What follows belongs to an exercise in optimizing a design on an open flow for small area, a short achievable clock period and few clock cycles per item; a production flow would make more cautious choices. RTL that was checked went through simulation tests only; none was proved equivalent to the original. The RTL of run 1 was laid out without a check of its function.

==> flow/design.v (outline; a module is shown in full before it is edited, if it fits) <==
// module systolic_array: 2351 lines
module systolic_array #(
    parameter DATAWIDTH = 16,
    parameter N_SIZE = 4
) (
    input clk, rst_n,
    input valid_in,
    input [N_SIZE*DATAWIDTH-1:0] matrix_a_in,  
    input [N_SIZE*DATAWIDTH-1:0] matrix_b_in,  
    output reg valid_out,
    output [N_SIZE*DATAWIDTH*2-1:0] matrix_out  
);
  // ...
==> flow/flow/run.sh <==
#!/bin/bash
# Layout flow: the standard ORFS flow (standard.sh) with three changes:
#  - after the standard synthesis, flow/fixpol.py removes most of the inverters that
#    Yosys' full-adder extraction leaves between full adders (each full adder may be used
#    in its inverted form, since FA(~a,~b,~c) = ~FA(a,b,c)); registers are not touched;
#  - the repair steps aim for a larger setup slack margin, so that the paths end well
#    below the 10 ns clock period; the SDC and the period are the standard flow's own;
#  - port buffers are buf_2, and the clock tree uses larger sink clusters.
set -euo pipefail
R=orfs/results/sky130hd/systolic_array/base
ARGS="SETUP_SLACK_MARGIN=6.7 CORE_UTILIZATION=65 CTS_CLUSTER_SIZE=30 CTS_CLUSTER_DIAMETER=60"
bash standard.sh synth > standard_synth.log 2>&1
cp $R/1_2_yosys.v $R/1_2_yosys.standard.v
python3 flow/fixpol.py $R/1_2_yosys.standard.v $R/1_2_yosys.v > fixpol.log 2>&1
bash standard.sh $ARGS BUFFER_PORTS_ARGS='-buffer_cell sky130_fd_sc_hd__buf_2' finish > standard_flow.log 2>&1
==> flow/flow/fixpol.py <==
#!/usr/bin/env python3
"""Remove inverters around full adders in a sky130hd gate netlist.

A full adder is self-dual: FA(~a, ~b, ~c) = (~sum, ~carry).  Yosys' extract_fa leaves many
inverters between full adders; this script picks, for each full adder, whether to use it
as is or in its inverted form (all inputs and both outputs inverted) so that as few
inverters as possible are needed, and rewrites the netlist.  Only inverters and full
adders change (and xor2/xnor2 cells may swap with each other); registers are untouched.

usage: fixpol.py in.v out.v
"""
import random
import re
import sys
from collections import defaultdict

OUTPINS = {'X', 'Y', 'Q', 'Q_N', 'SUM', 'COUT', 'HI', 'LO'}
P = 'sky130_fd_sc_hd__'
# cells that can be replaced by their complement: new type, output pin renames
SWAP = {
    'xnor2_1': ('xor2_1', {'Y': 'X'}), 'xor2_1': ('xnor2_1', {'X': 'Y'}),
    'nand2_1': ('and2_1', {'Y': 'X'}), 'and2_1': ('nand2_1', {'X': 'Y'}),
    'nor2_1': ('or2_1', {'Y': 'X'}), 'or2_1': ('nor2_1', {'X': 'Y'}),
}


def parse(txt):
    cells = []
    for m in re.finditer(r'^(\s*)(sky130_fd_sc_hd__\w+)\s+(\S+)\s*\((.*?)\);\n', txt, re.S | re.M):
        typ, name, body = m.group(2), m.group(3), m.group(4)
        pins = [(p, n.strip()) for p, n in re.findall(r'\.(\w+)\(([^()]*)\)', body)]
        cells.append({'typ': typ, 'name': name, 'pins': pins, 'span': m.span()})
    return cells


def esc(n):
    return n + ' ' if n.startswith('\\') else n


def norm(n):
    # escaped identifiers keep their trailing space in the text; compare stripped
    return n.strip()


def main():
    src, dst = sys.argv[1], sys.argv[2]
    txt = open(src).read()
    cells = parse(txt)
    drv = {}
    loads = defaultdict(list)
    for ci, c in enumerate(cells):
        for p, n in c['pins']:
            if p in OUTPINS:
                drv[n] = (ci, p)
            else:
                loads[n].append((ci, p))
    ports = set()
    for m in re.finditer(r'^\s*(?:input|output)\s+(?:\[[^\]]*\]\s*)?(\S+);', txt, re.M):
        ports.add(m.group(1))

    assigned = set()
    for m in re.finditer(r'^\s*assign\s+(.*?);', txt, re.M | re.S):
        for t in re.findall(r'(\\\S+|[A-Za-z_][\w$]*(?:\s*\[\d+\])?)', m.group(1)):
            assigned.add(t.strip())
            assigned.add(t.strip().split('[')[0].strip())

    def frozen_net(n):
        return n in assigned or n.split('[')[0].strip() in assigned

    def is_fa(ci):
        return cells[ci]['typ'] in (P + 'fa_1', P + 'fa_2', P + 'fa_4')

    def is_inv(ci):
        return cells[ci]['typ'] in (P + 'inv_1', P + 'inv_2')

    def port_net(n):
        base = n.lstrip('\\').split('[')[0].strip()
        return base in ports

    # inverters we may remove: input not driven by an inverter, output not a port and
    # not driving an inverter
    removable = set()
    for ci, c in enumerate(cells):
        if not is_inv(ci):
            continue
        pins = dict(c['pins'])
        a, y = pins['A'], pins['Y']
        if a in drv and is_inv(drv[a][0]):
            continue
        if port_net(y) or port_net(a) or not loads[y] or frozen_net(y) or frozen_net(a):
            continue
        if any(is_inv(l[0]) for l in loads[y]):
            continue
        removable.add(ci)

    # sources: nets that feed removable inverters or full adders
    # each load pin: (cell, pin) wants value V(src) ^ w
    want = defaultdict(list)      # src net -> list of [cell, pin, w]
    for ci, c in enumerate(cells):
        if ci in removable:
            continue
        for p, n in c['pins']:
            if p in OUTPINS:
                continue
            if n in drv and drv[n][0] in removable:
                a = dict(cells[drv[n][0]]['pins'])['A']
                want[a].append([ci, p, 1])
            elif n in drv and is_fa(drv[n][0]):
                want[n].append([ci, p, 0])
            elif is_fa(ci):
                want[n].append([ci, p, 0])
    fas = [ci for ci in range(len(cells)) if is_fa(ci)
           and not any(p in OUTPINS and (port_net(n) or frozen_net(n)) for p, n in cells[ci]['pins'])]
    flip = {ci: 0 for ci in fas}

    def phi(n):
        d = drv.get(n)
        if d and d[0] in flip:
            return flip[d[0]]
        return 0

    def swappable(n):
        d = drv.get(n)
        if not d:
            return False
        t = cells[d[0]]['typ']
        if len(loads[n]) != len(want[n]) or port_net(n) or frozen_net(n):
            return False
        return t[len(P):] in SWAP

    def net_cost(n):
        ph = phi(n)
        need = [(w ^ flip.get(ci, 0) ^ ph) for ci, p, w in want[n]]
        if not any(need):
            return 0
        if all(need) and swappable(n):
            return 0
        return 1

    touch = defaultdict(set)
    for n, lst in want.items():
        d = drv.get(n)
        if d and d[0] in flip:
            touch[d[0]].add(n)
        for ci, p, w in lst:
            if ci in flip:
                touch[ci].add(n)

    base = sum(net_cost(n) for n in want)
    cur = base
    rng = random.Random(1)
    best = dict(flip)
    bestc = cur
    for rnd in range(60):
        improved = True
        while improved:
            improved = False
            order = list(fas)
            rng.shuffle(order)
            for v in order:
                nets = touch[v]
                before = sum(net_cost(n) for n in nets)
                flip[v] ^= 1
                after = sum(net_cost(n) for n in nets)
                if after < before:
                    cur += after - before
                    improved = True
                else:
                    flip[v] ^= 1
        if cur < bestc:
            bestc = cur
            best = dict(flip)
        # perturb
        flip = dict(best)
        cur = bestc
        for v in rng.sample(fas, max(1, len(fas) // 20)):
            nets = touch[v]
            before = sum(net_cost(n) for n in nets)
            flip[v] ^= 1
            cur += sum(net_cost(n) for n in nets) - before
    flip = best
    sys.stderr.write("fixpol: inverters on adder nets %d -> %d (%d full adders flipped)\n"
                     % (base, bestc, sum(flip.values())))

    # rewrite
    newpins = {ci: list(c['pins']) for ci, c in enumerate(cells)}
    newtyp = {ci: c['typ'] for ci, c in enumerate(cells)}
    added = []
    k = 0
    for n, lst in want.items():
        ph = phi(n)
        need = [(w ^ flip.get(ci, 0) ^ ph) for ci, p, w in lst]
        target = {}
        if any(need) and all(need) and swappable(n):
            d = drv[n][0]
            t = newtyp[d]
            nt, ren = SWAP[t[len(P):]]
            newtyp[d] = P + nt
            newpins[d] = [(ren.get(pp, pp), nn_) for pp, nn_ in newpins[d]]
            for (ci, p, w) in lst:
                target[(ci, p)] = n
        elif any(need):
            nn = 'fixpol_n%d' % k
            added.append((k, n, nn))
            k += 1
            for (ci, p, w), q in zip(lst, need):
                target[(ci, p)] = nn if q else n
        else:
            for (ci, p, w) in lst:
                target[(ci, p)] = n
        for (ci, p), t in target.items():
            newpins[ci] = [(pp, t if pp == p else nn_) for pp, nn_ in newpins[ci]]
    # flipped full adders keep their pins (inputs were rewired above); their outputs now
    # carry the inverted values, which the loads above account for
    out = []
    pos = 0
    for ci, c in enumerate(cells):
        s, e = c['span']
        out.append(txt[pos:s])
        pos = e
        if ci in removable:
            continue
        indent = re.match(r'\s*', txt[s:e]).group(0)
        body = ",\n".join("%s  .%s(%s)" % (indent.strip('\n'), p, esc(n)) for p, n in newpins[ci])
        out.append("%s%s %s (\n%s\n%s);\n" % (indent, newtyp[ci], c['name'], body, indent.strip('\n')))
    rest = txt[pos:]
    decl = "".join("  wire %s;\n" % nn for _, _, nn in added)
    insts = "".join("  %sinv_1 fixpol_inv%d (\n    .A(%s),\n    .Y(%s)\n  );\n" % (P, i, esc(n), nn)
                    for i, n, nn in added)
    rest = rest.replace("endmodule", insts + "endmodule", 1)
    res = "".join(out) + rest
    # declare the new wires after the module's port list
    m = re.search(r'\);\n', res)
    res = res[:m.end()] + decl + res[m.end():]
    open(dst, 'w').write(res)


if __name__ == '__main__':
    main()
==> flow/standard.sh <==
#!/bin/bash
# synth_recipe.tcl (not shown) runs the flow's synth.tcl, then flattens the netlist and writes it again
# the make line also repeats each setting of config.mk as NAME=value (left out here)
make -C /OpenROAD-flow-scripts/flow DESIGN_CONFIG=/design/flow/config.mk WORK_HOME=/design/flow/orfs CLKGATE_MAP_FILE= SYNTH_SCRIPT=/design/flow/synth_recipe.tcl "${@:-finish}"
==> flow/config.mk <==
export PLATFORM = sky130hd
export DESIGN_NAME = systolic_array
export DESIGN_NICKNAME = systolic_array
export VERILOG_FILES = /design/flow/design.v
export SDC_FILE = /design/flow/constraint.sdc
export NUM_CORES = 8
export LEC_CHECK = 0
export CAP_MARGIN = 20
export CORE_MARGIN = 2
export CORE_UTILIZATION = 40
export SLEW_MARGIN = 20
==> flow/constraint.sdc <==
create_clock -name core_clock -period 10.0 [get_ports {clk}]
set_input_delay 2.0000 -clock core_clock [delete_from_list [all_inputs] [get_ports {clk}]]
set_output_delay 2.0000 -clock core_clock [all_outputs]
set_load 0.01 [all_outputs]
==> metrics.md, run 1 <==
| Metric | Value |
|---|---|
| Run status | no timing/DRC/antenna violations |
| Setup TNS Final | 0 ns |
| End of the critical path | acc1[19]$_SDFF_PP0_ |
| Worst EP required | 10.54 ns |
| Area grow syn2layout | 13.1% |
| Reg2Reg Depth | 11 |
| PortBufs | around 260 |
| Hold Violations, Final | 0 |
| Reg2Reg Setup Slack | 6.65 ns |
| Syn Area/Cell | 12.1 um2 |
| Non-clk invs | 108 |
| Min-Delay Path Depth | 0 |
| Drt initial violations | 2,897 |
| Hold_ws | approximately 0.32 ns |
| CTS Buffer Depth | 3 |
| Die X | about 280 um |
| Initial Util | 65.6% |
| Busiest grt layer | met2 |
| Root buffer cell | clkbuf_16 |
| Worst-path cell chain | fa_1 > ha_4 > a21o_1 > a221o_1 > a221o_1 > a41oi_4 > o21bai_4 > a21o_1 > a21o_1 > a21oi_2 > mux2_4 |
| Max cap viols | 0 |
| Hold-fix buffers, CTS | 0 |
| Placed cells | 5,044 |
| Delay-heaviest family, CP | compound AO/OA/AOI/OAI gates |
| Gr ovfl total | 0 |
| Mean routed wirelength per cell | 23.7 um |
| M3 GR Usage | 6.66% |
| Sequential cell area share | a little over a third |
| Min Tclk post-route | 3.35 ns |
| Pre-CTS setup slack | 5.70 ns |
| DR vias/cell | roughly 6 |
| FF+latch count | ~980 |
| Ports | 260 |
| Met1 usage | between 40% and 50% |
| Worst path slowest cell | fa_1 |
==> inputs of run 2 (changes only) <==
--- a/flow/design.v
+++ b/flow/design.v
@@ -30,17 +30,17 @@
     reg last;
     always @(posedge clk)
         last <= (cnt[1:0] == 2'd0);
     reg [15:0] ra1_0, ra1_1, ra1_2, ra1_3;
     reg [15:0] ra2_0, ra2_1, ra2_2, ra2_3;
     reg [15:0] ra3_0, ra3_1, ra3_2, ra3_3;
     reg [63:0] rb0, rb1, rb2, rb3;
     always @(posedge clk) begin
-        ra1_0 <= matrix_a_in[16 +: 16];
+        ra1_0 <= ld ? matrix_a_in[16 +: 16] : ra1_3;
         ra2_0 <= ld ? matrix_a_in[32 +: 16] : ra2_3;
         ra3_0 <= ld ? matrix_a_in[48 +: 16] : ra3_3;
         rb0 <= ld ? matrix_b_in : rb3;
         ra1_1 <= ra1_0; ra1_2 <= ra1_1; ra1_3 <= ra1_2;
         ra2_1 <= ra2_0; ra2_2 <= ra2_1; ra2_3 <= ra2_2;
         ra3_1 <= ra3_0; ra3_2 <= ra3_1; ra3_3 <= ra3_2;
         rb1 <= rb0; rb2 <= rb1; rb3 <= rb2;
     end
==> run 2 against run 1 <==
Fmax grew 1.5%. Via count grew 2.7%. Register-to-register slack gained 0.05 ns. Die area grew 0.46%. Core utilization grew 0.83 points. Final cell count grew 1.8%. Sequential share of layout area shrank 0.49 points. Hold slack lost 0.0019 ns. Non-clock buffer count grew 19. Count of clock-buffer cells in the layout grew 4. Critical path type unchanged. Highest routed layer unchanged.
==> metrics.md, run 2 <==
| Metric | Value |
|---|---|
| DR vias/cell | 6.08 (+0.96%) |
| Die ar. | 79,200 um2 |
| Delay-heaviest family, CP | adder cells |
| Unrepaired setup endpoints after global routing | yes |
| Design area | 57,100 um2 |
| DRC viols | 0 |
| Pre-CTS setup slack | 5.52 ns (-0.174 ns) |
| Most frequent CP cell | a21oi_2 |
| Filler Cell Count | 5,131 |
| Worst-path cell chain | fa_1 > ha_1 > a21o_1 > nand4_1 > a31oi_2 > o21ai_2 > a21boi_2 > o31ai_4 > a21oi_2 > a21oi_2 > fa_2 > xnor2_2 > and2_1 |
| Syn Area/Cell | 12.1 um2 (about the same) |
| Slew HR | between 20% and 30% |
| Gr ovfl total | 0 (unchanged) |
| Warnings from Yosys | 1 |
| Run status | no timing/DRC/antenna violations |
| Final Worst Setup Slack | approximately 6.7 ns |
| Area grow syn2layout | 14.2% |
| Setup crit end kind | flip-flop |
| CTS tree | built |
| Hold-fix buffers, CTS | 0 (unchanged) |
| Crit path largest cell delay | roughly 0.50 ns |
| Min Tclk post-route | 3.30 ns (-0.0489 ns) |
| Worst EP required | 10.57 ns (+0.03 ns) |
| CTS Sinks | around 980 |
| Hold Violations, Final | 0 (unchanged) |
| Die Y | 281 um |
| Commonest non-fill, non-tap cell in the layout | dfxtp_1 |
| Buffers & Inverters on Critical Path | 0 |
| PortBufs | 259 (unchanged) |
| Routed Antenna Nets | 0 |
| CTS Buffer Depth | 3 (unchanged) |
| Final GP Congestion | 0.894 |
| Setup TNS Final | 0 ns (unchanged) |
| Detailed Place HPWL | 78.1 mm |
| Num CTS Buffers | 69 |
| Htree depth | 3 |
| Worst skew pair latency | 0.68 ns |
| Routed wire length | 137 mm |
| Mean routed wirelength per cell | 25.6 um (+8.1%) |
| Post-DP Area | 51,800 um2 |
| Critical path arrival | 3.87 ns |
| Fmax | 303 MHz |
| Largest net degree at the start of global routing | 92 |
| Core area | 76,100 um2 |
| Worst path slowest cell | dfxtp_4 |
| Root buffer cell | clkbuf_16 |
| Global-route wire length before repair | 196 mm |
| Hold Crit Class | flip-flop to flip-flop |
| Overall Global Routing Usage | 32.8% |
| Cell Area, Synth | approximately 50,000 um2 |
| Nets | ~5,200 |
| Drt pass-1 iters | 7 |
| Number of setup violations in the final report | 0 |
| Vias in the first global route | 33,400 |
| Drt initial violations | 3,779 (+30%) |
| Clock transition at path regs | 0.11 ns |
| Die X | 281 um (+0.23%) |
| Reg2Reg Setup Slack | 6.70 ns (+0.05 ns) |
| Setup CP Type | flip-flop to flip-flop |
| FP Rows | 101 |
| Pins over their slew limit | 0 |
| Antenna violations before repair | 11 |
| Initial Util | 65.7% (+0.086 points) |
| Ports | 260 (unchanged) |
| Period Utilization, post-route | 33.0% |
| Setup Skew | about 0.066 ns |
| Mapped Nets | 5,012 |
| Setup crit start kind | flip-flop |
| Vias | 32,700 |
| Post-synthesis cell count | 4,121 |
| Commonest non-fill, non-tap cells in the layout | 906 x dfxtp_1, 550 x fa_1, 476 x xnor2_1, 475 x a22oi_1, 259 x buf_2 |
| Max cap viols | 0 (unchanged) |
| CP max FO | 4 |
| Share of layout cells above drive strength 1 | 19.4% |
| Worst-Margin Slew | 1.09 ns |
[run 2: cell types whose count changed in the layout (fill, tap and decap cells not counted), sizes merged, moves of 8 or more]
cell	before	now
a21o	21	29
a21oi	57	68
and2	68	146
and3	2	12
clkbuf	80	100
inv	132	124
mux2	113	127
nand2	99	107
nor2	66	58
nor2b	121	29
xnor2	490	480
xor2	163	171
[run 2: timing repair]
item | CTS | global route
setup endpoints to repair | 301 | 125
gates resized for setup | 144 | 106
pin swaps | 22 | 32
setup buffers | 28 | 55
gates cloned | 6 | 24
[run 2: layout make-up]
cell class                 count  area [um2]  share of cell area, %
tap                         1030        1290                   2.26
sequential                   982       19900                   34.8
clock inverter                51         888                   1.56
clock buffer                  75        1780                   3.12
antenna                        1        2.50                0.00438
inverter                     102         418                  0.732
timing repair buffer         428        3800                   6.65
multi-input combinational   2701       29000                   50.8
[run 2: metal layers]
layer,global-route usage (%),wire length [um],vias to the layer above
met5,0,53,-
met4,12.6,8030,10
met3,8.12,16900,544
met2,51.7,59800,1918
met1,43.9,52600,16000
li1,-,-,14100
[run 2: worst paths after layout]
path | startpoint | end | cells past startpoint
min in group asynchronous | rst_n | cnt[0]$_DFF_PN0_ | 1
max | ps0[2]$_DFF_P_ | acc3[17]$_SDFF_PP0_ | 13
max in group asynchronous | rst_n | ld$_DFF_PN1_ | 1
min reg2reg | rb1[20]$_DFF_P_ | rb2[20]$_DFF_P_ | 0
min | rb1[20]$_DFF_P_ | rb2[20]$_DFF_P_ | 0
max reg2reg | ps0[2]$_DFF_P_ | acc3[17]$_SDFF_PP0_ | 13
[run 2: metrics by stage]
stage,hold slack (ns),util [%],cells
2_1_floorplan,0.310,-,4121
3_3_place_gp,0.309,68.1,5130
3_5_place_dp,0.312,68.1,5130
4_1_cts,0.309,73.0,5290
5_1_grt,0.318,75.1,5370
6_report,0.315,75.1,5370
Testbench counts of run 2, summed over its fixed seeds: cycles 14,592, matrices 768.
==> inputs of run 3 (changes only) <==
--- a/flow/flow/run.sh
+++ b/flow/flow/run.sh
@@ -14,2 +14,2 @@
 python3 flow/fixpol.py $R/1_2_yosys.standard.v $R/1_2_yosys.v > fixpol.log 2>&1
-bash standard.sh $ARGS BUFFER_PORTS_ARGS='-buffer_cell sky130_fd_sc_hd__buf_2' finish > standard_flow.log 2>&1
+bash standard.sh $ARGS BUFFER_PORTS_ARGS='-buffer_cell sky130_fd_sc_hd__buf_1' finish > standard_flow.log 2>&1
==> run 3 against run 2 <==
Die area stayed put. Routed wire length rose by 0.42%. Global-route usage up 0.38 points. Fmax decreased by 4.0%. Non-clock buffer count increased by 5. Count of clock-buffer cells in the layout is 1 lower. Core utilization fell by 0.28 points. Flip-flop and latch count unchanged. Highest routed layer unchanged.
==> metrics.md, run 3 <==
| Metric | Value |
|---|---|
| Num CTS Buffers | 69 (unchanged) |
| Clock transition at path regs | 0.10 ns (about the same) |
| Setup CP Type | flip-flop to flip-flop |
| Period Utilization, post-route | 34.4% (+1.4 points) |
| Htree depth | 3 (unchanged) |
| Fmax | 290 MHz (-4.0%) |
| Mean routed wirelength per cell | 25.7 um (+0.40%) |
| Routed Antenna Nets | 0 (unchanged) |
| Mapped Nets | 5,012 (unchanged) |
| Drt initial violations | 3,524 (-6.7%) |
| Antenna violations before repair | 8 (-3) |
| Drt pass-1 iters | 7 (unchanged) |
| Cell Area, Synth | 50,000 um2 (unchanged) |
| Global-route wire length before repair | 198 mm (+1.2%) |
| Ports | 260 (unchanged) |
| Buffers & Inverters on Critical Path | 2 (+2) |
| Worst EP required | 10.55 ns (-0.02 ns) |
| Nets | 5,180 (+0.097%) |
| Worst skew pair latency | 0.67 ns (about the same) |
| Final GP Congestion | 0.892 (-0.17%) |
| Overall Global Routing Usage | 33.2% (+0.38 points) |
| Crit path largest cell delay | 0.46 ns (-0.04 ns) |
| Setup Skew | 0.0444 ns (-0.0216 ns) |
| Hold Violations, Final | 0 (unchanged) |
| Unrepaired setup endpoints after global routing | yes |
| Pins over their slew limit | 0 (unchanged) |
| Number of setup violations in the final report | 0 (unchanged) |
| CTS Buffer Depth | 3 (unchanged) |
| M1 WL | 52.9 mm (+0.63%) |
| Root buffer cell | clkbuf_16 |
| Filler Cell Count | 5,207 (+1.5%) |
| Setup crit end kind | flip-flop |
| End of the critical path | acc0[24]$_SDFF_PP0_ |
| Most frequent CP cell | a21o_1 |
| Initial Util | 65.7% (unchanged) |
| Worst r2r dst | acc0[24]$_SDFF_PP0_ |
| Worst-Margin Slew | 0.903 ns (-0.184 ns) |
| CP max FO | 4 (unchanged) |
| Warnings from Yosys | 1 (unchanged) |
| Vias in the first global route | 33,700 (+0.75%) |
| WL met2 | 59.7 mm (-0.20%) |
| Critical Path Stages | 13 (unchanged) |
| Vias | 32,700 (+0.12%) |
| Min-Delay Path Depth | 0 (unchanged) |
| Detailed Place HPWL | 78.2 mm (+0.13%) |
| Die Y | 281 um (unchanged) |
| CTS tree | built |
| DRC viols | 0 (unchanged) |
| Reg2Reg Setup Slack | 6.56 ns (-0.14 ns) |
| Largest net degree at the start of global routing | 92 (unchanged) |
| FP Rows | 101 (unchanged) |
| Hold Crit Class | flip-flop to flip-flop |
| CP startpoint | ps0[2]$_DFF_P_ |
| Syn Area/Cell | 12.1 um2 (unchanged) |
| Reg2Reg Depth | 13 (unchanged) |
| Run status | no timing/DRC/antenna violations |
| Slew HR | 39.8% (+12 points) |
| Worst-path cell chain | buf_6 > fa_1 > ha_1 > a21o_1 > a21o_4 > a41o_4 > nand4_1 > buf_4 > a21o_1 > a211o_1 > and3b_2 > xnor2_2 > and2_1 |
| R2R Path Start | ps0[2]$_DFF_P_ |
| Routed wire length | 138 mm (+0.42%) |
| Gr ovfl total | 0 (unchanged) |
| Worst path slowest cell | dfxtp_4 |
| DR vias/cell | 6.09 (+0.10%) |
| Delay-heaviest family, CP | compound AO/OA/AOI/OAI gates |
| Post-synthesis cell count | 4,121 (unchanged) |
| Die ar. | 79,200 um2 (unchanged) |
| Commonest non-fill, non-tap cell in the layout | dfxtp_1 |
| Die X | 281 um (unchanged) |
| Area grow syn2layout | 13.8% |
| Setup TNS Final | 0 ns (unchanged) |
| Critical path arrival | 3.99 ns (+0.12 ns) |
| Met3 Wirelength | 17.1 mm (+1.3%) |
| Core area | 76,100 um2 (unchanged) |
| PortBufs | 259 (unchanged) |
| Setup crit start kind | flip-flop |
| Share of layout cells above drive strength 1 | 13.6% (-5.8 points) |
| Top routing layer in use | met5 |
| CTS Sinks | 982 (unchanged) |
| Max cap viols | 0 (unchanged) |
| Min Tclk post-route | 3.44 ns (+0.139 ns) |
| Commonest non-fill, non-tap cells in the layout | 910 x dfxtp_1, 549 x fa_1, 478 x a22oi_1, 472 x xnor2_1, 259 x buf_1 |
==> run 3: cell count changes in the layout (fill, tap and decap cells not counted), sizes merged <==
| cell | before | now |
|---|---|---|
| buf | 397 | 404 |
| clkinv | 22 | 17 |
| bufinv | 0 | 3 |
| clkbuf | 100 | 98 |
| clkinvlp | 7 | 5 |
| bufbuf | 6 | 5 |
| diode | 1 | 2 |
==> run 3: worst min path at each step <==
stage / start / endpoint / slack, ns
finish: ra3_1[15]$_DFF_P_ / ra3_2[15]$_DFF_P_ / 0.32
global route: rb2[30]$_DFF_P_ / rb3[30]$_DFF_P_ / 0.32
CTS: ra3_1[15]$_DFF_P_ / ra3_2[15]$_DFF_P_ / 0.31
detailed placement: ra1_2[6]$_DFF_P_ / ra1_3[6]$_DFF_P_ / 0.31
global placement: ra3_1[3]$_DFF_P_ / ra3_2[3]$_DFF_P_ / 0.31
floorplan: ra1_0[0]$_DFF_P_ / ra1_1[0]$_DFF_P_ / 0.31
==> run 3: cell type report <==
type | instances | area [um2] | share of cell area, %
antenna | 2 | 5.00 | 0.00880
clock buffer | 74 | 1790 | 3.14
clock inverter | 47 | 876 | 1.54
inverter | 102 | 425 | 0.748
multi-input combinational | 2701 | 29100 | 51.2
sequential | 982 | 19900 | 34.9
tap | 1030 | 1290 | 2.27
timing repair buffer | 433 | 3510 | 6.16
==> run 3: routing by layer <==
layer  global-route usage (%)  up-vias
met5                        0        -
met4                     13.7       16
met3                     9.20      557
met2                     50.9     1929
met1                     44.6    16000
li1                         -    14100
==> run 3: what timing repair did <==
item                       in CTS  in global routing
setup endpoints to repair     311                141
cloned                          5                 24
resized for setup             158                122
pin swaps                      35                 58
setup buffers                  51                 33
hold buffers                    0                  0
==> run 3: metrics by stage <==
step | hold WS (ns) | instances | setup slack, ns | instance area, um2 | utilization (%)
after floorplan | 0.310 | 4121 | 6.72 | 50000 | -
after global placement | 0.310 | 5134 | 5.54 | 51500 | 67.7
after detailed placement | 0.312 | 5134 | 5.51 | 51500 | 67.7
after CTS | 0.314 | 5311 | 6.56 | 55400 | 72.8
after global routing | 0.320 | 5369 | 6.53 | 56900 | 74.8
final | 0.319 | 5371 | 6.56 | 56900 | 74.8
==> inputs of run 4 (changes only) <==
--- a/flow/flow/run.sh
+++ b/flow/flow/run.sh
@@ -10,3 +10,3 @@
 R=orfs/results/sky130hd/systolic_array/base
-ARGS="SETUP_SLACK_MARGIN=6.7 CORE_UTILIZATION=65 CTS_CLUSTER_SIZE=30 CTS_CLUSTER_DIAMETER=60"
+ARGS="PLACE_DENSITY_LB_ADDON=0.1 SETUP_SLACK_MARGIN=6.7 CORE_UTILIZATION=65 CTS_CLUSTER_SIZE=30 CTS_CLUSTER_DIAMETER=60"
 bash standard.sh synth > standard_synth.log 2>&1
@@ -14,2 +14,2 @@
 python3 flow/fixpol.py $R/1_2_yosys.standard.v $R/1_2_yosys.v > fixpol.log 2>&1
-bash standard.sh $ARGS BUFFER_PORTS_ARGS='-buffer_cell sky130_fd_sc_hd__buf_1' finish > standard_flow.log 2>&1
+bash standard.sh $ARGS BUFFER_PORTS_ARGS='-buffer_cell sky130_fd_sc_hd__buf_2' finish > standard_flow.log 2>&1
==> run 4 against run 3 <==
Still clean. Flip-flop and latch count unchanged. Clock skew is 0.0020 ns higher. Core utilization decreased by 0.056 points. Routed wire length grew 1.6%. Count of clock-buffer cells in the layout up 3. Design area about the same. Setup slack improved by 0.10 ns. Hold slack got worse by 0.0039 ns. Final cell count is 0.37% lower. Via count increased by 2.1%.
==> metrics.md, run 4 <==
| Metric | Value |
|---|---|
| Setup CP Type | flip-flop to flip-flop |
| Drt pass-1 iters | 10 (+3) |
| PortBufs | 259 (unchanged) |
| Detailed Place HPWL | 77.8 mm (-0.59%) |
| Crit path largest cell delay | 0.50 ns (+0.04 ns) |
| Hold Violations, Final | 0 (unchanged) |
| Cell Area, Synth | 50,000 um2 (unchanged) |
| Vias in the first global route | 34,200 (+1.6%) |
| Max cap viols | 0 (unchanged) |
| Setup TNS Final | 0 ns (unchanged) |
| Worst-path cell chain | fa_1 > ha_1 > a21o_1 > nand4_1 > a211o_1 > a211oi_2 > o2111ai_2 > a311oi_2 > a21oi_2 > o21bai_2 > mux2i_1 |
| Hold Crit Class | flip-flop to flip-flop |
| Root buffer cell | clkbuf_16 |
| Area grow syn2layout | 13.7% (about the same) |
| Worst EP required | 10.58 ns (+0.03 ns) |
| Worst path slowest cell | dfxtp_4 |
| Vias | 33,400 (+2.1%) |
| Post-synthesis cell count | 4,121 (unchanged) |
| CTS tree | built |
| FP Rows | 101 (unchanged) |
| R2R Path Start | ps0[2]$_DFF_P_ |
| CTS Buffer Depth | 3 (unchanged) |
| Fmax | 299 MHz (+3.1%) |
| Die Y | 281 um (unchanged) |
| Setup crit end kind | flip-flop |
| Critical path arrival | 3.92 ns (-0.07 ns) |
| Number of setup violations in the final report | 0 (unchanged) |
| Setup crit start kind | flip-flop |
| Die X | 281 um (unchanged) |
| CP max FO | 4 (unchanged) |
| Run status | no timing/DRC/antenna violations |
| Gr ovfl total | 0 (unchanged) |
| Reg2Reg Setup Slack | 6.66 ns (+0.10 ns) |
| Warnings from Yosys | 1 (unchanged) |
| Slew HR | 27.3% (-12 points) |
| Worst skew pair latency | 0.68 ns (about the same) |
| Hold_ws | 0.316 ns (-0.00392 ns) |
| CTS Sinks | 982 (unchanged) |
| CP startpoint | ps0[2]$_DFF_P_ |
| Commonest non-fill, non-tap cell in the layout | dfxtp_1 |
| Core area | 76,100 um2 (unchanged) |
| Antenna violations before repair | 5 (-3) |
| Largest net degree at the start of global routing | 92 (unchanged) |
| Pins over their slew limit | 0 (unchanged) |
| Min Tclk post-route | 3.34 ns (-0.102 ns) |
| Final Worst Setup Slack | 6.66 ns (+0.102 ns) |
| Period Utilization, post-route | 33.4% (-1.0 points) |
| Nets | 5,155 (-0.48%) |
| DRC viols | 0 (unchanged) |
| Pre-CTS setup slack | 5.65 ns (+0.146 ns) |
| Unrepaired setup endpoints after global routing | yes |
| Routed Antenna Nets | 0 (unchanged) |
| Ports | 260 (unchanged) |
| Routed wire length | 140 mm (+1.6%) |
| Mapped Nets | 5,012 (unchanged) |
| Syn Area/Cell | 12.1 um2 (unchanged) |
| Drt initial violations | 3,937 (+12%) |
| Clock transition at path regs | 0.11 ns (about the same) |
| Share of layout cells above drive strength 1 | 19.1% (+5.6 points) |
| Setup Skew | 0.0464 ns (+0.00198 ns) |
| Num CTS Buffers | 68 (-1.4%) |
| Fin util | 74.7% (about the same) |
| Commonest non-fill, non-tap cells in the layout | 901 x dfxtp_1, 550 x fa_1, 478 x a22oi_1, 476 x xnor2_1, 259 x buf_2 |
| Overall Global Routing Usage | 33.5% (+0.35 points) |
| DR vias/cell | 6.24 (+2.5%) |
| Mean routed wirelength per cell | 26.2 um (+2.0%) |
| Startpoint of the worst hold path | ra2_2[2]$_DFF_P_ |
| Htree depth | 3 (unchanged) |
| Die ar. | 79,200 um2 (unchanged) |
| Global-route wire length before repair | 201 mm (+1.3%) |
| Initial Util | 65.7% (unchanged) |
| Final GP Congestion | 0.873 (-2.1%) |
| Delay-heaviest family, CP | compound AO/OA/AOI/OAI gates |
| Buffers & Inverters on Critical Path | 0 (-2) |
| Worst-Margin Slew | 1.09 ns (+0.187 ns) |
-- run 4: cell count changes in the layout (fill, tap and decap cells not counted), sizes merged --
| cell | change |
|---|---|
| buf | -22 |
| bufbuf | +1 |
| clkinv | +4 |
| clkinvlp | -1 |
| diode | +1 |
| inv | -3 |
-- run 4: cell type report --
type / count / area [um2]
Tap cell: 1030 / 1290
Inverter: 102 / 418
Clock inverter: 47 / 798
Antenna cell: 3 / 7.51
Timing Repair Buffer: 409 / 3590
Multi-Input combinational cell: 2701 / 29100
Fill cell: 5126 / 19200
Sequential cell: 982 / 19900
Clock buffer: 77 / 1800
-- run 4: routing by layer --
layer  up-vias  part of all wire, %  GRT usage [%]
met5         -                0.025          0.305
met4         6                  6.5           14.7
met3       698                   14           9.23
met2      2264                   43           51.9
met1     16300                   37           44.4
li1      14100                    -              -
-- run 4: what timing repair did --
action | CTS | global route
cloned | 6 | 21
setup buffers | 36 | 38
setup endpoints to repair | 315 | 142
pin swaps | 30 | 45
resized for setup | 155 | 90
endpoints found under the hold margin | 0 | 0
hold buffers | 0 | 0
-- run 4: final timing paths --
path,cells after the start,endpoint
min in group asynchronous,1,cnt[2]$_DFF_PN0_
max in group asynchronous,1,ld$_DFF_PN1_
setup reg to reg,11,acc1[31]$_SDFF_PP0_
hold reg to reg,0,ra2_3[2]$_DFF_P_
hold / removal,0,ra2_3[2]$_DFF_P_
setup / recovery,11,acc1[31]$_SDFF_PP0_
-- run 4: metrics by stage --
stage	std cells	area [um2]
global route	5349	56800
finish	5351	56800
CTS	5289	55500
floorplan	4121	50000
global placement	5123	51700
detailed placement	5123	51700
-- run 4: worst reg2reg max path, delay by kind of cell (launching register included) --
| kind | cells | cell delay, ns |
|---|---|---|
| AO/OA/AOI/OAI | 7 | 1.60 |
| adder cells (fa/ha/maj) | 2 | 0.78 |
| flip-flops | 1 | 0.50 |
| multiplexers | 1 | 0.22 |
| AND/OR/NAND/NOR | 1 | 0.15 |
==> inputs of run 5 (changes only) <==
--- a/flow/flow/run.sh
+++ b/flow/flow/run.sh
@@ -10,3 +10,3 @@
 R=orfs/results/sky130hd/systolic_array/base
-ARGS="PLACE_DENSITY_LB_ADDON=0.1 SETUP_SLACK_MARGIN=6.7 CORE_UTILIZATION=65 CTS_CLUSTER_SIZE=30 CTS_CLUSTER_DIAMETER=60"
+ARGS="GPL_TIMING_DRIVEN=0 SETUP_SLACK_MARGIN=6.7 CORE_UTILIZATION=65 CTS_CLUSTER_SIZE=30 CTS_CLUSTER_DIAMETER=60"
 bash standard.sh synth > standard_synth.log 2>&1
==> run 5 against run 4 <==
Die area unchanged. Routed wire length rose by 31%. Hold slack improved by 0.010 ns. Synthesized area stayed put. Via count increased by 11%. Flip-flop and latch count did not move. Still clean. Design area up 6.0%. Global-route usage increased by 12 points.
==> metrics.md, run 5 <==
| Metric | Value |
|---|---|
| Clock transition at path regs | 0.10 ns (about the same) |
| Global-route wire length before repair | 253 mm (+26%) |
| Drt initial violations | 4,838 (+23%) |
| Hold Crit Class | flip-flop to flip-flop |
| Setup TNS Final | 0 ns (unchanged) |
| DR vias/cell | 6.55 (+5.0%) |
| Die X | 281 um (unchanged) |
| Die ar. | 79,200 um2 (unchanged) |
| Vias | 36,900 (+11%) |
| Die Y | 281 um (unchanged) |
| Run status | no timing/DRC/antenna violations |
| Htree depth | 2 (-1) |
| Drt pass-1 iters | 8 (-2) |
| Setup crit end kind | flip-flop |
| Vias in the first global route | 37,500 (+9.7%) |
| Setup CP Type | flip-flop to flip-flop |
| Filler Cell Count | 4,460 (-13%) |
| Gr ovfl total | 0 (unchanged) |
| Share of layout cells above drive strength 1 | 27.8% (+8.7 points) |
| Antenna violations before repair | 10 (+5) |
| Min-Delay Path Depth | 0 (unchanged) |
| Hold_ws | 0.326 ns (+0.0101 ns) |
| Critical path arrival | 4.24 ns (+0.32 ns) |
| Cell Area, Synth | 50,000 um2 (unchanged) |
| Worst-Margin Slew | 1.11 ns (+0.0192 ns) |
| CP max FO | 3 (-1) |
| DRC viols | 0 (unchanged) |
| Largest net degree at the start of global routing | 32 (-65%) |
| Fmax | 274 MHz (-8.6%) |
| Core area | 76,100 um2 (unchanged) |
| Setup crit start kind | flip-flop |
| FP Rows | 101 (unchanged) |
| Routed Antenna Nets | 0 (unchanged) |
| Mapped Nets | 5,012 (unchanged) |
| Hold-fix buffers, CTS | 0 (unchanged) |
| Commonest non-fill, non-tap cell in the layout | dfxtp_1 |
| Unrepaired setup endpoints after global routing | yes |
| Number of setup violations in the final report | 0 (unchanged) |
| Max cap viols | 0 (unchanged) |
| Final GP Congestion | 1.08 (+23%) |
| Root buffer cell | clkbuf_16 |
| Overall Global Routing Usage | 45.0% (+12 points) |
| Syn Area/Cell | 12.1 um2 (unchanged) |
| Area grow syn2layout | 20.5% |
| Warnings from Yosys | 1 (unchanged) |
| Min Tclk post-route | 3.66 ns (+0.315 ns) |
| Period Utilization, post-route | 36.6% (+3.1 points) |
| Detailed Place HPWL | 124 mm (+59%) |
| Routed wire length | 184 mm (+31%) |
| Ports | 260 (unchanged) |
| Setup Skew | 0.0658 ns (+0.0194 ns) |
| Nets | 5,452 (+5.8%) |
| Pins over their slew limit | 0 (unchanged) |
| Initial Util | 65.7% (unchanged) |
| Commonest non-fill, non-tap cells in the layout | 916 x dfxtp_1, 495 x fa_1, 438 x xnor2_1, 415 x a22oi_1, 265 x buf_2 |
| CTS tree | built |
| Reg2Reg Depth | 15 (+4) |
| Worst EP required | 10.59 ns (about the same) |
| CTS Sinks | 982 (unchanged) |
| Mean routed wirelength per cell | 32.6 um (+25%) |
| Worst skew pair latency | 0.70 ns (+0.02 ns) |
| CTS Buffer Depth | 3 (unchanged) |
| Slew HR | 26.0% (-1.3 points) |
| Hold Violations, Final | 0 (unchanged) |
| PortBufs | 259 (unchanged) |
| Post-synthesis cell count | 4,121 (unchanged) |
| Num CTS Buffers | 53 (-22%) |
run 5: per-stage QoR:
step	util (%)	area, um2	worst slack, ns	cells
2_1_floorplan	-	50000	6.72	4121
3_3_place_gp	69.2	52600	5.18	5410
3_5_place_dp	69.2	52700	5.17	5412
4_1_cts	76.0	57900	6.55	5552
5_1_grt	79.2	60200	6.27	5631
6_report	79.2	60200	6.34	5642
run 5: final timing paths:
| kind | slack (ns) | to | startpoint |
|---|---|---|---|
| setup / recovery | 6.34 | out0[31]$_DFF_P_ | ps0[2]$_DFF_P_ |
| hold / removal | 0.33 | rb3[34]$_DFF_P_ | rb2[34]$_DFF_P_ |
| setup reg to reg | 6.34 | out0[31]$_DFF_P_ | ps0[2]$_DFF_P_ |
| hold reg to reg | 0.33 | rb3[34]$_DFF_P_ | rb2[34]$_DFF_P_ |
| max in group asynchronous | 8.64 | ld$_DFF_PN1_ | rst_n |
| min in group asynchronous | 1.11 | cnt[1]$_DFF_PN0_ | rst_n |
run 5: final cells by class:
type / count / area, um2 / area share (%)
multi-input cells: 2701 / 30200 / 50.2
flip-flops and latches: 982 / 19800 / 32.9
plain buffers: 336 / 4070 / 6.76
repair buffers: 385 / 2410 / 4.01
clock buffers: 57 / 1360 / 2.26
well taps: 1030 / 1290 / 2.14
clock inverters: 37 / 642 / 1.07
inverters: 102 / 405 / 0.673
diodes: 12 / 30.0 / 0.0498
run 5: worst max-delay path, stage by stage, from the launching register on:
cell	delay, ns
dfxtp_4	0.37
buf_12	0.14
buf_6	0.11
fa_1	0.47
ha_1	0.29
a21o_1	0.25
a21o_1	0.24
a41o_1	0.27
nand4_1	0.17
buf_4	0.17
a21oi_4	0.08
o211ai_1	0.23
buf_4	0.17
nand3_2	0.07
o31a_1	0.38
xnor2_1	0.14
run 5: repair_timing:
action,in CTS,in global routing
gates resized for setup,921,519
hold endpoints to repair,0,0
pin swaps,82,214
gates cloned,0,2
setup endpoints to repair,348,183
setup buffers,46,76
run 5: routing by layer:
layer / global-route usage, % / up-vias / wire length (um)
li1: - / 14700 / -
met1: 55.0 / 18300 / 65200
met2: 65.3 / 2909 / 77700
met3: 20.5 / 1015 / 25900
met4: 27.4 / 18 / 15100
met5: 0.733 / - / 318
==> inputs of run 6 (changes only) <==
--- a/flow/flow/run.sh
+++ b/flow/flow/run.sh
@@ -10,3 +10,3 @@
 R=orfs/results/sky130hd/systolic_array/base
-ARGS="GPL_TIMING_DRIVEN=0 SETUP_SLACK_MARGIN=6.7 CORE_UTILIZATION=65 CTS_CLUSTER_SIZE=30 CTS_CLUSTER_DIAMETER=60"
+ARGS="TNS_END_PERCENT=40 SETUP_SLACK_MARGIN=6.7 CORE_UTILIZATION=65 CTS_CLUSTER_SIZE=30 CTS_CLUSTER_DIAMETER=60"
 bash standard.sh synth > standard_synth.log 2>&1
==> run 6 against run 5 <==
Sequential share of layout area is 2.0 points higher. Clock skew down 0.019 ns. Setup slack improved by 0.18 ns. Critical path depth is 9 lower. Fmax increased by 5.1%. Routed wire length decreased by 24%. Largest cell class unchanged.
==> metrics.md, run 6 <==
| Metric | Value |
|---|---|
| Mean routed wirelength per cell | 26.2 um (-20%) |
| Die ar. | 79,200 um2 (unchanged) |
| Cell Area, Synth | 50,000 um2 (unchanged) |
| Area grow syn2layout | 13.9% |
| Worst-path cell chain | a22oi_1 > xnor2_1 > fa_1 > fa_1 > fa_1 > fa_1 |
| Worst r2r dst | pc2[17]$_DFF_P_ |
| Hold Crit Class | flip-flop to flip-flop |
| Overall Global Routing Usage | 32.6% (-12 points) |
| Die Y | 281 um (unchanged) |
| Non-Filler Instances | 5,353 (-5.1%) |
| Drt initial violations | 3,542 (-27%) |
| Reg2Reg Depth | 6 (-9) |
| Reg2Reg Setup Slack | 6.52 ns (+0.18 ns) |
| CP max FO | 18 (+15) |
| Crit path largest cell delay | 0.73 ns (+0.26 ns) |
| Vias in the first global route | 33,400 (-11%) |
| Slew HR | 29.8% (+3.8 points) |
| Startpoint of the worst hold path | rb1[29]$_DFF_P_ |
| Run status | no timing/DRC/antenna violations |
| FP Rows | 101 (unchanged) |
| Post-synthesis cell count | 4,121 (unchanged) |
| Gr ovfl total | 0 (unchanged) |
| Fmax | 288 MHz (+5.1%) |
| Worst path slowest cell | dfxtp_2 |
| Syn Area/Cell | 12.1 um2 (unchanged) |
| DRC viols | 0 (unchanged) |
| Root buffer cell | clkbuf_16 |
| Setup CP Type | flip-flop to flip-flop |
| Drt pass-1 iters | 10 (+2) |
| CTS tree | built |
| Period Utilization, post-route | 34.8% (-1.8 points) |
| CTS Buffer Depth | 3 (unchanged) |
| Filler Cell Count | 5,084 (+14%) |
| Commonest non-fill, non-tap cell in the layout | dfxtp_1 |
| Pins over their slew limit | 0 (unchanged) |
| Number of setup violations in the final report | 0 (unchanged) |
| Num CTS Buffers | 61 (+15%) |
| Buffers & Inverters on Critical Path | 0 (-4) |
| Critical Path Stages | 6 (-9) |
| Hold-fix buffers, CTS | 0 (unchanged) |
| Detailed Place HPWL | 78.2 mm (-37%) |
| PortBufs | 259 (unchanged) |
| Routed Antenna Nets | 0 (unchanged) |
| Die X | 281 um (unchanged) |
| Share of layout cells above drive strength 1 | 19.3% (-8.5 points) |
| Most frequent CP cell | fa_1 |
| Unrepaired setup endpoints after global routing | yes |
| Core area | 76,100 um2 (unchanged) |
| Largest net degree at the start of global routing | 92 (+190%) |
| Hold Violations, Final | 0 (unchanged) |
| Setup crit start kind | flip-flop |
| Vias | 33,000 (-11%) |
| Max cap viols | 0 (unchanged) |
| Setup TNS Final | 0 ns (unchanged) |
| Routed wire length | 140 mm (-24%) |
| Warnings from Yosys | 1 (unchanged) |
| Mapped Nets | 5,012 (unchanged) |
| CTS Sinks | 982 (unchanged) |
| Hold_ws | 0.315 ns (-0.0104 ns) |
| R2R Path Start | rb0[39]$_DFF_P_ |
| Ports | 260 (unchanged) |
| Final GP Congestion | 0.881 (-18%) |
| Setup crit end kind | flip-flop |
| Delay-heaviest family, CP | adder cells |
| Htree depth | 2 (unchanged) |
| CP startpoint | rb0[39]$_DFF_P_ |
| Antenna violations before repair | 9 (-1) |
| Global-route wire length before repair | 196 mm (-23%) |
| Worst skew pair latency | 0.71 ns (about the same) |
| Placed cells | 5,135 (-5.1%) |
| Clock transition at path regs | 0.11 ns (about the same) |
| DR vias/cell | 6.16 (-6.0%) |
| Worst EP required | 10.57 ns (-0.02 ns) |
| Nets | 5,160 (-5.4%) |
| End of the critical path | pc2[17]$_DFF_P_ |
| Commonest non-fill, non-tap cells in the layout | 909 x dfxtp_1, 545 x fa_1, 476 x xnor2_1, 474 x a22oi_1, 259 x buf_2 |
| Critical path arrival | 4.05 ns (-0.19 ns) |
| Initial Util | 65.7% (unchanged) |
| Min Tclk post-route | 3.48 ns (-0.178 ns) |
| Worst-Margin Slew | 1.05 ns (-0.0574 ns) |
| Setup Skew | 0.0470 ns (-0.0188 ns) |
[run 6: cell type report]
cell class,instances,area [um2],share of cell area (%)
diodes,3,7.51,0.0132
clock buffers,66,1570,2.75
clock inverters,48,786,1.38
inverters,102,419,0.736
multi-input cells,2701,29100,51.1
flip-flops and latches,982,19900,34.9
well taps,1030,1290,2.26
repair buffers,421,3880,6.82
[run 6: timing repair]
action,CTS,global route
cloned,7,32
resized for setup,172,108
setup buffers,31,31
endpoints found under the setup margin,340,132
hold endpoints to repair,0,0
pin swaps,31,64
[run 6: worst reg2reg max path, delay by kind of cell (launching register included)]
family                     cells  cell delay, ns
adders and majority gates      4            2.16
xor gates and xnor gates       1            0.21
AOI/OAI and AO/OA              1            0.23
DFF                            1            0.73
[run 6: routing by layer]
layer  wire length, um  global-route usage [%]  vias to the layer above
met3             17500                    8.13                      628
met1             53200                    43.6                    16200
met2             60800                    51.8                     2047
met4              8520                    11.7                       16
met5               163                   0.427                        -
li1                  -                       -                    14100
[run 6: per-stage QoR]
stage	worst slack [ns]	instance area (um2)	util, %
floorplan	6.66	50000	-
global placement	5.50	51800	68.1
detailed placement	5.41	51800	68.1
CTS	6.62	55400	72.8
global route	6.47	56900	74.8
finish	6.52	56900	74.8
[run 6: worst min-delay path by stage]
stage	endpoint	slack [ns]	cells past startpoint
2_1_floorplan	ra1_1[0]$_DFF_P_	0.31	0
3_3_place_gp	rb2[7]$_DFF_P_	0.31	0
3_5_place_dp	ra1_1[6]$_DFF_P_	0.31	0
4_1_cts	rb2[29]$_DFF_P_	0.32	0
5_1_grt	ra2_2[14]$_DFF_P_	0.31	0
6_report	rb2[29]$_DFF_P_	0.32	0
==> inputs of run 7 (changes only) <==
--- a/flow/flow/run.sh
+++ b/flow/flow/run.sh
@@ -10,3 +10,3 @@
 R=orfs/results/sky130hd/systolic_array/base
-ARGS="TNS_END_PERCENT=40 SETUP_SLACK_MARGIN=6.7 CORE_UTILIZATION=65 CTS_CLUSTER_SIZE=30 CTS_CLUSTER_DIAMETER=60"
+ARGS="TNS_END_PERCENT=10 SETUP_SLACK_MARGIN=6.7 CORE_UTILIZATION=65 CTS_CLUSTER_SIZE=30 CTS_CLUSTER_DIAMETER=60"
 bash standard.sh synth > standard_synth.log 2>&1
==> run 7 against run 6 <==
Synthesized area stayed put. Flip-flop and latch count unchanged. Fmax increased by 2.3%. Critical path depth increased by 6. Setup slack improved by 0.079 ns. Critical endpoint is now acc0[17]$_SDFF_PP0_. Largest cell class unchanged.
==> metrics.md, run 7 <==
| Metric | Value |
|---|---|
| Commonest non-fill, non-tap cells in the layout | 906 x dfxtp_1, 552 x fa_1, 480 x a22oi_1, 478 x xnor2_1, 259 x buf_2 |
| Routed wire length | 128 mm (-9.0%) |
| Setup CP Type | flip-flop to flip-flop |
| Root buffer cell | clkbuf_16 |
| Share of layout cells above drive strength 1 | 17.7% (-1.6 points) |
| Cell Area, Synth | 50,000 um2 (unchanged) |
| Setup crit end kind | flip-flop |
| Global-route wire length before repair | 192 mm (-1.9%) |
| DR vias/cell | 6.01 (-2.3%) |
| Die Y | 281 um (unchanged) |
| Crit path largest cell delay | 0.50 ns (-0.23 ns) |
| Mapped Nets | 5,012 (unchanged) |
| Vias in the first global route | 33,200 (-0.68%) |
| Gr ovfl total | 0 (unchanged) |
| Period Utilization, post-route | 34.0% (-0.79 points) |
| Worst skew pair latency | 0.67 ns (-0.04 ns) |
| CP max FO | 4 (-14) |
| Hold Violations, Final | 0 (unchanged) |
| Hold Crit Class | flip-flop to flip-flop |
| Largest net degree at the start of global routing | 66 (-28%) |
| FP Rows | 101 (unchanged) |
| Die ar. | 79,200 um2 (unchanged) |
| Setup crit start kind | flip-flop |
| Met1 usage | 43.0% (-0.57 points) |
| Vias | 32,000 (-2.9%) |
| DRC viols | 0 (unchanged) |
| Drt pass-1 iters | 7 (-3) |
| Max cap viols | 0 (unchanged) |
| Setup TNS Final | 0 ns (unchanged) |
| Initial Util | 65.7% (unchanged) |
| Worst EP required | 10.55 ns (-0.02 ns) |
| Non-Filler Instances | 5,320 (-0.62%) |
| Setup Skew | 0.0515 ns (+0.00449 ns) |
| Run status | no timing/DRC/antenna violations |
| CTS Buffer Depth | 3 (unchanged) |
| Overall Global Routing Usage | 32.0% (-0.59 points) |
| Routed Antenna Nets | 0 (unchanged) |
| M3 GR Usage | 8.53% (+0.40 points) |
| Antenna violations before repair | 5 (-4) |
| Worst-Margin Slew | 0.924 ns (-0.129 ns) |
| Filler Cell Count | 5,281 (+3.9%) |
| Post-DP Area | 51,800 um2 (-0.10%) |
| Most frequent CP cell | fa_1 |
| Design area | 55,900 um2 (-1.9%) |
| Syn Area/Cell | 12.1 um2 (unchanged) |
| Core area | 76,100 um2 (unchanged) |
| Ports | 260 (unchanged) |
| Mean routed wirelength per cell | 24.0 um (-8.4%) |
| Drt initial violations | 2,796 (-21%) |
| Number of setup violations in the final report | 0 (unchanged) |
| Pins over their slew limit | 0 (unchanged) |
| Area grow syn2layout | 11.7% |
| Unrepaired setup endpoints after global routing | yes |
| PortBufs | 259 (unchanged) |
| Nets | 5,125 (-0.68%) |
| CTS Sinks | 982 (unchanged) |
| Routing usage on met2 | 49.6% (-2.2 points) |
| Slew HR | 38.4% (+8.6 points) |
| Detailed Place HPWL | 77.5 mm (-0.88%) |
| CTS tree | built |
| Min Tclk post-route | 3.40 ns (-0.0788 ns) |
| Worst-path cell chain | fa_1 > ha_1 > a21o_1 > a21o_4 > a41o_1 > nand4_1 > a21oi_2 > or2_1 > fa_1 > inv_1 > xnor2_1 > and2_1 |
| Final GP Congestion | 0.883 (+0.27%) |
| Clock transition at path regs | 0.09 ns (-0.02 ns) |
| Die X | 281 um (unchanged) |
| Fmax | 294 MHz (+2.3%) |
| Worst path slowest cell | dfxtp_4 |
| Warnings from Yosys | 1 (unchanged) |
| Post-synthesis cell count | 4,121 (unchanged) |
| Critical path arrival | 3.95 ns (-0.10 ns) |
| Placed cells | 5,128 (-0.14%) |
| Commonest non-fill, non-tap cell in the layout | dfxtp_1 |
| Htree depth | 3 (+1) |
| Num CTS Buffers | 68 (+11%) |
| Hold-fix buffers, CTS | 0 (unchanged) |
| Busiest grt layer | met2 |
run 7: cell types whose count changed in the layout (fill, tap and decap cells not counted), sizes merged:
cell / change
buf: -15
clkbuf: -15
bufbuf: -5
bufinv: +3
clkinv: +3
clkinvlp: -2
inv: -2
run 7: area by class of cell:
cell class | instances | area [um2] | share of cell area, %
Antenna cell | 3 | 7.51 | 0.0134
Clock buffer | 73 | 1750 | 3.14
Clock inverter | 50 | 850 | 1.52
Inverter | 102 | 404 | 0.723
Multi-Input combinational cell | 2701 | 28800 | 51.6
Sequential cell | 982 | 19800 | 35.5
Tap cell | 1030 | 1290 | 2.31
Timing Repair Buffer | 379 | 2900 | 5.19
run 7: worst max-delay path, delay by kind of cell, from the launching register on:
family                     cells  cell delay (ns)
adders and majority gates      3             1.19
AOI/OAI and AO/OA              4             0.82
and+or+nand+nor                3             0.63
DFF                            1             0.50
xor gates and xnor gates       1             0.09
buffers and inverters          1             0.07
run 7: routing by layer:
layer | part of all wire (%) | up-vias
met5 | 0.019 | -
met4 | 4.5 | 4
met3 | 11 | 362
met2 | 45 | 1635
met1 | 40 | 16000
li1 | - | 14000
run 7: timing repair:
item                       in CTS  in global routing
pin swaps                      10                 14
setup buffers                  30                 24
cloned                          2                 10
setup endpoints to repair     299                155
gates resized for setup       128                 56
run 7: worst paths after layout:
path	slack (ns)	cells past startpoint	endpoint	start
min in group asynchronous	1.15	1	cnt[1]$_DFF_PN0_	rst_n
max in group asynchronous	8.62	1	ld$_DFF_PN1_	rst_n
min reg2reg	0.31	0	ra1_1[5]$_DFF_P_	ra1_0[5]$_DFF_P_
max reg2reg	6.60	12	acc0[17]$_SDFF_PP0_	ps0[2]$_DFF_P_
min	0.31	0	ra1_1[5]$_DFF_P_	ra1_0[5]$_DFF_P_
max	6.60	12	acc0[17]$_SDFF_PP0_	ps0[2]$_DFF_P_
run 7: metrics by stage:
| stage | hold slack, ns | worst slack [ns] | util, % |
|---|---|---|---|
| after floorplan | 0.310 | 6.53 | - |
| final | 0.313 | 6.60 | 73.4 |
| after global placement | 0.310 | 5.82 | 68.1 |
| after detailed placement | 0.312 | 5.75 | 68.1 |
| after global routing | 0.310 | 6.47 | 73.4 |
| after CTS | 0.313 | 6.59 | 72.5 |
==> inputs of run 8 (changes only) <==
--- a/flow/flow/run.sh
+++ b/flow/flow/run.sh
@@ -10,3 +10,3 @@
 R=orfs/results/sky130hd/systolic_array/base
-ARGS="TNS_END_PERCENT=10 SETUP_SLACK_MARGIN=6.7 CORE_UTILIZATION=65 CTS_CLUSTER_SIZE=30 CTS_CLUSTER_DIAMETER=60"
+ARGS="TNS_END_PERCENT=10 SETUP_SLACK_MARGIN=6.9 CORE_UTILIZATION=65 CTS_CLUSTER_SIZE=30 CTS_CLUSTER_DIAMETER=60"
 bash standard.sh synth > standard_synth.log 2>&1
==> run 8 against run 7 <==
Sequential share of layout area fell by 1.1 points. Non-clock buffer count rose by 79. Hold slack got worse by 0.0016 ns. Critical path depth is 5 lower. Synthesized cell count did not move. Final cell count rose by 1.4%. Critical path type unchanged.
==> metrics.md, run 8 <==
| Metric | Value |
|---|---|
| Run status | no timing/DRC/antenna violations |
| Final Worst Setup Slack | 6.48 ns (-0.120 ns) |
| Routed Antenna Nets | 0 (unchanged) |
| DR vias/cell | 6.22 (+3.5%) |
| Number of setup violations in the final report | 0 (unchanged) |
| Ports | 260 (unchanged) |
| Gr ovfl total | 0 (unchanged) |
| Drt pass-1 iters | 7 (unchanged) |
| Routed wire length | 144 mm (+13%) |
| Min Tclk post-route | 3.52 ns (+0.120 ns) |
| CP startpoint | btwo[2]$_DFF_P_ |
| Cell Area, Synth | 50,000 um2 (unchanged) |
| R2R Path Start | btwo[2]$_DFF_P_ |
| CP max FO | 8 (+4) |
| Drt initial violations | 3,822 (+37%) |
| Hold Violations, Final | 0 (unchanged) |
| Die Y | 281 um (unchanged) |
| Share of layout cells above drive strength 1 | 21.5% (+3.8 points) |
| Post-synthesis cell count | 4,121 (unchanged) |
| Critical path arrival | 4.07 ns (+0.12 ns) |
| Final GP Congestion | 0.869 (-1.6%) |
| Filler Cell Count | 5,013 (-5.1%) |
| Worst skew pair latency | 0.70 ns (+0.03 ns) |
| Root buffer cell | clkbuf_16 |
| Pre-CTS setup slack | 5.95 ns (+0.194 ns) |
| Mean routed wirelength per cell | 26.7 um (+11%) |
| Mapped Nets | 5,012 (unchanged) |
| Fmax | 284 MHz (-3.4%) |
| FP Rows | 101 (unchanged) |
| Overall Global Routing Usage | 36.5% (+4.6 points) |
| Warnings from Yosys | 1 (unchanged) |
| Setup CP Type | flip-flop to flip-flop |
| CTS tree | built |
| Max cap viols | 0 (unchanged) |
| Startpoint of the worst hold path | ra2_1[5]$_DFF_P_ |
| Die ar. | 79,200 um2 (unchanged) |
| Antenna violations before repair | 18 (+13) |
| Nets | 5,196 (+1.4%) |
| Commonest non-fill, non-tap cells in the layout | 906 x dfxtp_1, 514 x fa_1, 470 x xnor2_1, 464 x a22oi_1, 259 x buf_2 |
| Period Utilization, post-route | 35.2% (+1.2 points) |
| Largest net degree at the start of global routing | 92 (+39%) |
| Setup TNS Final | 0 ns (unchanged) |
| PortBufs | 259 (unchanged) |
| Reg2Reg Setup Slack | 6.48 ns (-0.12 ns) |
| Multi-input gate area | 29,400 um2 (+2.1%) |
| Vias | 33,600 (+4.9%) |
| Htree depth | 2 (-1) |
| Hold Crit Class | flip-flop to flip-flop |
| Setup crit start kind | flip-flop |
| Setup crit end kind | flip-flop |
| Setup Skew | 0.0512 ns (-0.000332 ns) |
| Reg2Reg Depth | 7 (-5) |
| Core area | 76,100 um2 (unchanged) |
| Vias in the first global route | 34,700 (+4.5%) |
| Unrepaired setup endpoints after global routing | yes |
| CTS Buffer Depth | 3 (unchanged) |
| Worst EP required | 10.55 ns (about the same) |
| DRC viols | 0 (unchanged) |
| Syn Area/Cell | 12.1 um2 (unchanged) |
| Die X | 281 um (unchanged) |
| Pins over their slew limit | 0 (unchanged) |
| Initial Util | 65.7% (unchanged) |
| Area grow syn2layout | 15.6% |
| Clock transition at path regs | 0.11 ns (+0.02 ns) |
| Global-route wire length before repair | 215 mm (+12%) |
| Detailed Place HPWL | 78.2 mm (+0.84%) |
| Slew HR | 28.8% (-9.6 points) |
| Worst-Margin Slew | 1.07 ns (+0.145 ns) |
| Num CTS Buffers | 60 (-12%) |
| Commonest non-fill, non-tap cell in the layout | dfxtp_1 |
| Worst r2r dst | pc2[16]$_DFF_P_ |
| Seq. cell area | 19,900 um2 (+0.37%) |
| CTS Sinks | 982 (unchanged) |
| End of the critical path | pc2[16]$_DFF_P_ |
[run 8: layout make-up]
class / count / share of cell area, %
Multi-Input combinational cell: 2701 / 51.0
Sequential cell: 982 / 34.4
Timing Repair Buffer: 458 / 7.68
Clock buffer: 64 / 2.68
Tap cell: 1030 / 2.23
Clock inverter: 45 / 1.24
Inverter: 102 / 0.723
Antenna cell: 10 / 0.0433
[run 8: layer usage]
metal	global-route usage, %	share of wire [%]
met2	54.4	43
met5	1.83	0.13
met1	47.0	38
met3	12.7	13
met4	19.3	6.8
[run 8: how the worst min path moves through the flow]
stage                        endpoint  depth (start not counted)
global route         ra2_2[5]$_DFF_P_                          0
finish               ra2_2[5]$_DFF_P_                          0
CTS                  ra2_2[5]$_DFF_P_                          0
floorplan            ra1_1[0]$_DFF_P_                          0
global placement    ra2_1[10]$_DFF_P_                          0
detailed placement  ra1_2[15]$_DFF_P_                          0
[run 8: critical path, stage by stage, from the launching register on]
cell and delay [ns]:
dfxtp_4 0.45, buf_16 0.20, a22oi_2 0.17, xor2_1 0.64, fa_1 0.57, fa_2 0.39
fa_1 0.51, fa_2 0.45
[run 8: metrics by stage]
step / utilization [%] / hold slack [ns] / std cells / instance area (um2)
final: 76.0 / 0.312 / 5392 / 57800
after global routing: 75.9 / 0.308 / 5386 / 57800
after CTS: 74.6 / 0.311 / 5338 / 56700
after floorplan: - / 0.310 / 4121 / 50200
after global placement: 68.1 / 0.310 / 5132 / 51800
after detailed placement: 68.1 / 0.312 / 5132 / 51800
[run 8: timing repair]
| item | 4_1_cts | 5_1_grt |
|---|---|---|
| hold endpoints to repair | 0 | 0 |
| buffers inserted | 56 | 43 |
| endpoints found under the setup margin | 415 | 369 |
| pin swaps | 74 | 89 |
| gates cloned | 41 | 1 |
| hold buffers | 0 | 0 |
| gates resized for setup | 256 | 122 |

[afterwards: timing with drivers on the ports]
The results above use ideal ports. As a check the final layouts listed here were re-extracted and re-timed, cells and wires unchanged. Step 1 sets driving cells, clkbuf_16 on the clock port and buf_2 on the other inputs (assumed; they add their load-dependent delay and slew). Step 2 adds t to the input delays and takes it off the output delays; t is the mean of the earliest and latest rising clock arrival at the registers after step 1. Input paths then give back, and output paths get back, about the clock's delay inside the block. Slacks: ideal / step 1 / step 2; pairs: ideal / step 1.
run	t, ns	setup WS [ns]	hold WS [ns]	latest minus earliest clock arrival (ns)
run 1	0.720	6.647 / 6.647 / 6.647	0.317 / 0.317 / 0.317	0.052 / 0.053
run 2	0.722	6.696 / 6.696 / 6.696	0.315 / 0.315 / 0.315	0.069 / 0.069
run 3	0.718	6.557 / 6.557 / 6.557	0.319 / 0.319 / 0.319	0.045 / 0.045
run 4	0.722	6.659 / 6.659 / 6.659	0.316 / 0.316 / 0.316	0.047 / 0.047
run 5	0.744	6.344 / 6.344 / 6.344	0.326 / 0.326 / 0.326	0.070 / 0.071
run 6	0.756	6.522 / 6.522 / 6.522	0.315 / 0.315 / 0.315	0.051 / 0.051
run 7	0.715	6.601 / 6.601 / 6.601	0.313 / 0.313 / 0.313	0.053 / 0.054
run 8	0.742	6.481 / 6.481 / 6.481	0.312 / 0.312 / 0.312	0.052 / 0.051
After both steps setup and hold are still met in every run listed.
